Context: an optimization exercise on an open-source flow, tuned for small area and a short achievable clock period. The choices shown serve that exercise and are no tape-out recipe.
Only simulation tests tie the RTL to the original design; equivalence was not proved.
Power figures rest on the tool's default switching activity, not on a simulated workload.

==> flow/design.v (outline; a module is shown in full before it is edited, if it fits) <==
// module divider: 3429 lines
module divider
(
    input              clk,
    input              reset,
    input  [31:0]      A,
    input  [31:0]      B,
    input              start,
    input  [7:0]       Physical_address_in,
    input  [31:0]      PC_in,
    input              divider_op_in,
    output             divide_zero_exception,
    output [31:0]      Result,
    output [7:0]       Physical_address_out,
    output [31:0]      PC_out,
    output             done
);
  // ...
==> flow/flow/run.sh <==
#!/bin/bash
set -euo pipefail
export BUFFER_PORTS_ARGS="-buffer_cell sky130_fd_sc_hd__buf_2"
export RECOVER_POWER=100
bash standard.sh > standard.log 2>&1
==> flow/standard.sh <==
#!/bin/bash
# synth_recipe.tcl (not shown) runs the flow's synth.tcl, then flattens the netlist and writes it again
# the make line also repeats each setting of config.mk as NAME=value (left out here)
make -C /OpenROAD-flow-scripts/flow DESIGN_CONFIG=/design/flow/config.mk WORK_HOME=/design/flow/orfs CLKGATE_MAP_FILE= SYNTH_SCRIPT=/design/flow/synth_recipe.tcl "${@:-finish}"
==> flow/config.mk <==
export PLATFORM = sky130hd
export DESIGN_NAME = divider
export DESIGN_NICKNAME = divider
export VERILOG_FILES = /design/flow/design.v
export SDC_FILE = /design/flow/constraint.sdc
export NUM_CORES = 8
export LEC_CHECK = 0
export ABC_AREA = 1
export CAP_MARGIN = 5
export CORE_MARGIN = 2
export CORE_UTILIZATION = 40
export CTS_CLUSTER_DIAMETER = 100
export CTS_CLUSTER_SIZE = 28
export GPL_TIMING_DRIVEN = 0
export SETUP_SLACK_MARGIN = 0.25
export SLEW_MARGIN = 5
==> flow/constraint.sdc <==
create_clock -name core_clock -period 8.0 [get_ports {clk}]
set_input_delay 1.6000 -clock core_clock [delete_from_list [all_inputs] [get_ports {clk}]]
set_output_delay 1.6000 -clock core_clock [all_outputs]
set_load 0.01 [all_outputs]
==> impl_metrics.env, run 1 <==
export IMPL_max_freq_mhz=130
export IMPL_min_period_ps=7710
export IMPL_clockNetworkAreaShare_pct=2.20
export IMPL_multi_input_area_um2=41700
export IMPL_finalSetupViolCount=0
export IMPL_coreArea_um2=146000
export IMPL_rr_worst_depth=52
export IMPL_synth_top_family_by_area="adder cells"
export IMPL_switching_share_pct=41.8
export IMPL_path_clk_slew_ps=100
export IMPL_num_clock_buffers=47
export IMPL_cts_tree="done"
export IMPL_fin_ws_ps=295
export IMPL_tap_cells=1917
export IMPL_drv_cap=0
export IMPL_cp_max_fo=10
export IMPL_worst_pin_slew_ps=1170
export IMPL_clock_skew_ps=56.6
export IMPL_numCtsBuffers=45
export IMPL_num_vias=50454
export IMPL_cp_data_required_time_ps=8620
export IMPL_max_clock_path_buffers=3
export IMPL_postCtsSetupRepairBufs=167
export IMPL_min_to="pc4[2]$_DFF_P_"
export IMPL_syn_inst=7087
export IMPL_die_h_um=387
export IMPL_largest_class="multi-input combinational cells"
export IMPL_initial_core_util_pct=40.3
export IMPL_multi_input_area_share_pct=59.8
export IMPL_syn_area_per_cell_um2=8.30
export IMPL_min_from="pc3[2]$_DFF_P_"
export IMPL_outcome="complete, no violations"
export IMPL_vias_per_cell=5.26
export IMPL_drc=0
export IMPL_place_gp_congestion=0.981
export IMPL_grt_max_degree=29
Testbench counts, summed over its fixed seeds: latency 120,000, ops 24,000.
==> run 2: changes to the inputs <==
--- a/flow/config.mk
+++ b/flow/config.mk
@@ -10,3 +10,3 @@
 export CORE_MARGIN = 2
-export CORE_UTILIZATION = 40
+export CORE_UTILIZATION = 45
 export CTS_CLUSTER_DIAMETER = 100
@@ -14,3 +14,3 @@
 export GPL_TIMING_DRIVEN = 0
-export SETUP_SLACK_MARGIN = 0.25
+export SETUP_SLACK_MARGIN = 0.1
 export SLEW_MARGIN = 5
==> run 2 against run 1 <==
  * Register-to-register slack improved by 30 ps
  * Critical path depth decreased by 3
  * Final area shrank 2.1%
  * Clock-buffer cell count stayed put
  * First-iteration DRC count is 12% higher
  * Combinational power fell by 3.8%
  * Clock skew shrank 3.1 ps
==> impl_metrics.env, run 2 <==
export IMPL_outcome="complete, no violations"
export IMPL_initial_core_util_pct=45.3
export IMPL_hold_slack_ps=317
export IMPL_grt_max_degree=29
export IMPL_sequentialPowerShare_pct=36.0
export IMPL_cts_tree="done"
export IMPL_ctsRootBufferMaster="clkbuf_16"
export IMPL_num_vias=49962
export IMPL_mostFrequentLayoutCells="nand2_1, inv_1, ha_1, dfxtp_1, nand3_1"
export IMPL_final_util_pct=52.6
export IMPL_hold_viol_final=0
export IMPL_max_freq_mhz=130
export IMPL_antenna_left=0
export IMPL_syn_inst=7087
export IMPL_design_area_um2=68200
export IMPL_ys_warn_count=1
export IMPL_synth_cell_area_um2=58800
export IMPL_p_per_area_nw_per_um2=195
export IMPL_worst_pin_slew_ps=1190
export IMPL_ios=182
export IMPL_final_nets=8905
export IMPL_clock_latency_ps=700
export IMPL_fillers=12375
export IMPL_ys_types=65
export IMPL_synth_seq_cells=790
export IMPL_area_growth_pct=16.1
export IMPL_layout_drive_gt1_share_pct=14.9
export IMPL_synth_commonest_cells="nand2_1, inv_1, ha_1, dfxtp_1, nand3_1"
export IMPL_antenna_found_initial=16
export IMPL_hold_class="reg -> reg"
export IMPL_max_clock_path_buffers=3
export IMPL_slew_limit_headroom_pct=20.2
export IMPL_synth_nets=8404
export IMPL_clock_skew_ps=53.5
export IMPL_synth_edf_count=0
export IMPL_place_inst=9011
export IMPL_stdcell_count=9358
export IMPL_cts_sinks=790
export IMPL_power_frac_comb_pct=43.7
export IMPL_vdd_drop_max_uv=169
export IMPL_drv_slew=0
export IMPL_coreArea_um2=130000
export IMPL_numCtsBuffers=45
export IMPL_die_area_um2=134000
export IMPL_slowest_delay_ps=500
export IMPL_rr_worst_depth=49
export IMPL_min_period_ps=7670
export IMPL_dp_hpwl_mm=163
export IMPL_synth_top_cell_area_share_pct=26.9
export IMPL_critPathLaunchType="register"
export IMPL_finalSetupViolCount=0
export IMPL_finalSetupTns_ps=0
export IMPL_cp_max_fo=5
export IMPL_synth_ff_type="dfxtp_1"
export IMPL_cp_slowest_cell="dfxtp_2"
export IMPL_grt_pass1_wl_mm=293
export IMPL_grtUsageTotal_pct=29.1
export IMPL_firstDrtPassIters=6
export IMPL_fin_crit_sh_pct=95.9
export IMPL_async_reset_ff_share_pct=0
export IMPL_yosysTopAreaCell="dfxtp_1"
export IMPL_criticalPathCategory="reg -> reg"
export IMPL_clkPwrFrac_pct=20.3
export IMPL_drv_cap=0
export IMPL_grt_pass1_vias=48456
export IMPL_crit_top_cell="inv_2"
export IMPL_layout_commonest_cell="nand2_1"
export IMPL_multi_input_area_um2=41000
export IMPL_synth_most_common_cell="nand2_1"
export IMPL_endpoint_kind="register"
export IMPL_p_int_mw=7.77
export IMPL_register_area_um2=16100
export IMPL_rsz0062_at_grt="yes"
export IMPL_port_buffer_count=181
export IMPL_whs_path_depth=0
export IMPL_power_switching_mw=5.55
export IMPL_place_gp_congestion=0.970
export IMPL_place_area_um2=61900
export IMPL_syn_area_per_cell_um2=8.30
export IMPL_wl_per_cell_um=21.2
export IMPL_die_width_um=365
export IMPL_path_clk_slew_ps=100
export IMPL_vias_per_cell=5.34
export IMPL_worstPathArrival_ps=8270
export IMPL_switching_share_pct=41.7
export IMPL_p_leak_nw=33.3
export IMPL_drt_wl_total_mm=199
export IMPL_rows=132
export IMPL_cts_hold_buf=0
export IMPL_drtIter0Drc=3745
export IMPL_synth_seq_area_share_pct=26.9
export IMPL_drc=0
export IMPL_overflow=0
export IMPL_htree_levels=2
export IMPL_cp_data_required_time_ps=8600
export IMPL_synthTopCellsByArea="dfxtp_1, ha_1, fa_1"
export IMPL_die_h_um=365
[run 2: cell counts after synthesis]
No cell type changed its count.
[run 2: cell type report]
class	count	share of cell area, %
Sequential cell	790	23.5
Buffer	129	1.56
Inverter	890	5.25
Multi-Input combinational cell	5279	60.1
Clock buffer	47	1.69
Antenna cell	4	0.0147
Tap cell	1742	3.19
Timing Repair Buffer	453	4.07
Clock inverter	24	0.611
[run 2: cells by family after synthesis]
group	share of synthesized area, %
simple gates	20.4
fa+ha+maj	30.7
buf+inv	6.72
compound gates	9.81
flops	26.9
xor+xnor	5.45
[run 2: final timing paths]
path | from | endpoint | slack (ps)
max | d3[14]$_DFF_P_ | x4[30]$_DFF_P_ | 330
min | q4[1]$_SDFF_PP1_ | q5[7]$_DFF_P_ | 320
max reg2reg | d3[14]$_DFF_P_ | x4[30]$_DFF_P_ | 330
min reg2reg | q4[1]$_SDFF_PP1_ | q5[7]$_DFF_P_ | 320
[run 2: per-stage QoR]
| step | power, mW | setup slack (ps) |
|---|---|---|
| 6_report | 13.3 | 328 |
| 5_1_grt | 14.3 | -40.8 |
| 4_1_cts | 13.1 | 83.3 |
| 3_5_place_dp | 10.2 | -2400 |
| 3_3_place_gp | 10.0 | -2220 |
| 2_1_floorplan | 8.47 | 703 |
[run 2: metal layers]
layer | share of wire (%) | vias to the layer above | global-route usage (%)
met5 | 0.052 | - | 0
met4 | 5.1 | 16 | 13.1
met3 | 7.1 | 395 | 5.54
met2 | 45 | 1511 | 47.0
met1 | 43 | 23756 | 37.8
li1 | - | 24284 | -
[run 2: power groups by stage]
stage          clock [mW]  combinational [mW]  sequential (mW)
2_1_floorplan           0                3.85             4.62
3_3_place_gp            0                5.16             4.89
3_5_place_dp            0                5.29             4.89
4_1_cts              2.80                5.51             4.79
5_1_grt              2.93                6.56             4.83
6_report             2.71                5.82             4.79
[run 2: what timing repair did]
item                       in CTS  in global routing
setup endpoints to repair      98                100
pin swaps                      35                 93
gates cloned                    0                  2
buffers inserted              108                162
resized for setup             405                459
[run 2: worst max-delay path: cells and delay by family (launching register included)]
kind            cells  cell delay, ps
simple gates       25            2840
compound gates     11            1620
fa+ha+maj           4            1390
buf+inv             9            1200
flops               1             500
==> run 3: changes to the inputs <==
==> flow/flow/run.sh (replaced) <==
#!/bin/bash
set -euo pipefail
export BUFFER_PORTS_ARGS="-buffer_cell sky130_fd_sc_hd__buf_1"
export RECOVER_POWER=100

bash standard.sh > standard.log 2>&1
--- a/flow/config.mk
+++ b/flow/config.mk
@@ -10,3 +10,3 @@
 export CORE_MARGIN = 2
-export CORE_UTILIZATION = 45
+export CORE_UTILIZATION = 40
 export CTS_CLUSTER_DIAMETER = 100
==> run 3 against run 2 <==
  * Utilization is 5.8 points lower
  * Final area barely moved
  * Clock-buffer cell count unchanged
  * Clock power down 5%
  * Combinational power rose by 1%
  * Wire length is 1.2% higher
  * Hold slack about the same
  * Synthesized area did not move
==> impl_metrics.env, run 3 <==
export IMPL_rrSetupSlack_ps=280
export IMPL_ctsRootBufferMaster="clkbuf_16"
export IMPL_synth_ff_type="dfxtp_1"
export IMPL_mostFrequentLayoutCells="nand2_1, inv_1, ha_1, dfxtp_1, nand3_1"
export IMPL_slew_limit_headroom_pct=19.9
export IMPL_die_h_um=387
export IMPL_antenna_found_initial=18
export IMPL_stdcell_count=9521
export IMPL_port_buffer_count=181
export IMPL_outcome="complete, no violations"
export IMPL_synth_commonest_cells="nand2_1, inv_1, ha_1, dfxtp_1, nand3_1"
export IMPL_grt_pass1_vias=49156
export IMPL_slowest_delay_ps=560
export IMPL_die_width_um=387
export IMPL_critPathLaunchType="register"
export IMPL_rr_startpoint="e3[3]$_DFF_P_"
export IMPL_overflow=0
export IMPL_area_growth_pct=16.1
export IMPL_min_to="q5[19]$_DFF_P_"
export IMPL_synth_seq_cells=790
export IMPL_yosysTopAreaCell="dfxtp_1"
export IMPL_criticalPathCategory="reg -> reg"
export IMPL_vias_per_cell=5.27
export IMPL_drv_slew=0
export IMPL_die_area_um2=150000
export IMPL_cp_max_fo=10
export IMPL_max_freq_mhz=129
export IMPL_syn_inst=7087
export IMPL_initial_core_util_pct=40.3
export IMPL_ios=182
export IMPL_path_clk_slew_ps=100
export IMPL_htree_levels=2
export IMPL_clock_latency_ps=690
export IMPL_synth_top_cell_area_share_pct=26.9
export IMPL_layout_commonest_cell="nand2_1"
export IMPL_dp_hpwl_mm=165
export IMPL_fin_crit_sh_pct=96.6
export IMPL_layout_drive_gt1_share_pct=14.0
export IMPL_design_area_um2=68200
export IMPL_ys_warn_count=1
export IMPL_endpoint_kind="register"
export IMPL_synthTopCellsByArea="dfxtp_1, ha_1, fa_1"
export IMPL_grtUsageTotal_pct=26.0
export IMPL_cts_sinks=790
export IMPL_syn_area_per_cell_um2=8.30
export IMPL_worstReg2RegEnd="x4[30]$_DFF_P_"
export IMPL_synth_nets=8404
export IMPL_ys_types=65
export IMPL_finalSetupViolCount=0
export IMPL_crit_top_cell="nand2_2"
export IMPL_drv_cap=0
export IMPL_rsz0062_at_grt="yes"
export IMPL_hold_viol_final=0
export IMPL_synth_edf_count=0
export IMPL_cp_slowest_cell="dfxtp_1"
export IMPL_num_vias=50155
export IMPL_cp_data_required_time_ps=8580
export IMPL_p_per_area_nw_per_um2=195
export IMPL_worst_pin_slew_ps=1190
export IMPL_p_leak_nw=33.0
export IMPL_min_from="q4[13]$_DFF_P_"
export IMPL_synth_seq_area_share_pct=26.9
export IMPL_drtIter0Drc=3635
export IMPL_vdd_drop_max_uv=175
export IMPL_wl_per_cell_um=21.1
export IMPL_rows=140
export IMPL_min_period_ps=7720
export IMPL_worstPathArrival_ps=8310
export IMPL_coreArea_um2=146000
export IMPL_grt_pass1_wl_mm=298
export IMPL_hold_class="reg -> reg"
export IMPL_max_clock_path_buffers=3
export IMPL_antenna_left=0
export IMPL_cts_tree="done"
export IMPL_place_gp_congestion=0.979
export IMPL_drc=0
export IMPL_whs_path_depth=0
export IMPL_place_inst=9186
export IMPL_numCtsBuffers=43
export IMPL_final_nets=8898
export IMPL_synth_most_common_cell="nand2_1"
export IMPL_grt_max_degree=29
export IMPL_rr_worst_depth=45
export IMPL_synth_cell_area_um2=58800
export IMPL_drt_wl_total_mm=201
export IMPL_place_area_um2=61900
export IMPL_clock_skew_ps=63.2
export IMPL_firstDrtPassIters=6
export IMPL_async_reset_ff_share_pct=0
run 3: cell count changes in the layout (fill, tap and decap cells not counted), moves of 9 or more:
cell / previous run / this run
buf_2: 85 / 26
buf_6: 29 / 20
buf_1: 1 / 148
clkinvlp_4: 58 / 49
dfxtp_4: 53 / 44
clkbuf_1: 149 / 57
run 3: cells by family after synthesis:
family / count (synthesis) / share of synthesized area [%]
xor gates and xnor gates: 366 / 5.45
buffers and inverters: 1019 / 6.72
adders and majority gates: 1209 / 30.7
DFF: 790 / 26.9
and+or+nand+nor: 2766 / 20.4
AOI/OAI and AO/OA: 937 / 9.81
run 3: metrics by stage:
stage	util (%)	setup WS, ps	power (mW)	hold slack, ps	setup TNS (ps)
floorplan	-	703	8.47	310	0
global placement	42.5	-2380	10.1	309	-139870
detailed placement	42.5	-2460	10.2	312	-146280
CTS	45.0	101	13.0	318	0
global route	46.8	-49.2	14.3	331	-134
finish	46.8	275	13.3	317	0
run 3: area by class of cell:
type                       instances  area, µm²
antenna                            3       7.51
fill                           14239      77500
timing repair buffer             448       2690
multi-input combinational       5278      41100
inverter                         890       3570
buffer                           129       1050
sequential                       790      16000
clock inverter                    18        324
clock buffer                      47       1120
tap                             1917       2400
timing repair inverter             1       5.00
run 3: power breakdown:
group | leakage (nW) | internal [mW] | switching [mW]
Sequential | 6.64 | 4.29 | 0.517
Combinational | 25.7 | 2.33 | 3.57
Clock | 0.696 | 1.09 | 1.49
run 3: how the worst max path moves through the flow:
stage,slack (ps),startpoint,endpoint,cells past startpoint
finish,280,e3[3]$_DFF_P_,x4[30]$_DFF_P_,45
global route,-50,e4[11]$_DFF_P_,x5[24]$_DFF_P_,50
CTS,100,d4[13]$_DFF_P_,x5[24]$_DFF_P_,52
detailed placement,-2460,e3[0]$_DFF_P_,x4[11]$_DFF_P_,54
global placement,-2380,e3[0]$_DFF_P_,x4[15]$_DFF_P_,54
floorplan,700,e3[0]$_DFF_P_,x4[30]$_DFF_P_,53
run 3: worst max-delay path: cells and delay by family, from the launching register on:
kind | cells | cell delay [ps]
buffers and inverters | 6 | 930
flip-flops | 1 | 560
AO/OA/AOI/OAI | 15 | 2420
AND/OR/NAND/NOR | 20 | 2250
adder cells (fa/ha/maj) | 4 | 1460
run 3: per-layer routing:
layer | global-route usage (%) | share of wire [%]
met3 | 4.62 | 6.9
met2 | 42.6 | 45
met1 | 32.8 | 42
met5 | 0 | 0.066
met4 | 13.2 | 6.0
run 3: timing repair:
item / in CTS / in global routing
gates resized for setup: 423 / 438
endpoints found under the setup margin: 100 / 100
buffers inserted: 120 / 145
pin swaps: 35 / 85
hold buffers: 0 / 0
gates cloned: 0 / 2

==> port drivers added, routing unchanged <==
How much do the figures lean on ideal ports? The routed layouts below were timed once more, with nothing changed but the port constraints.
Step 1 assumes that a clkbuf_16 drives the clock port and a buf_2 every other input.
Step 2 adds t to the input delays and takes it off the output delays; t is the mean of the earliest and latest rising clock arrival at the registers after step 1. Input paths then give back, and output paths get back, about the clock's delay inside the block.
Slacks: no drivers / after step 1 / after step 2; pairs: no drivers / after step 1.
| run | t, ns | setup WS [ns] | slew at the worst register clock pin (ns) |
|---|---|---|---|
| run 1 | 0.748 | 0.295 / 0.295 / 0.077 | 0.11 / 0.11 |
| run 2 | 0.754 | 0.328 / 0.328 / -0.196 | 0.11 / 0.11 |
| run 3 | 0.744 | 0.275 / 0.275 / -0.143 | 0.12 / 0.12 |
Met with ideal ports but missed after step 2: setup timing in run 2 and run 3. For run 2, which loses most, drivers alone change the setup slack by 0.000 ns; drivers and shift together by -0.524 ns.
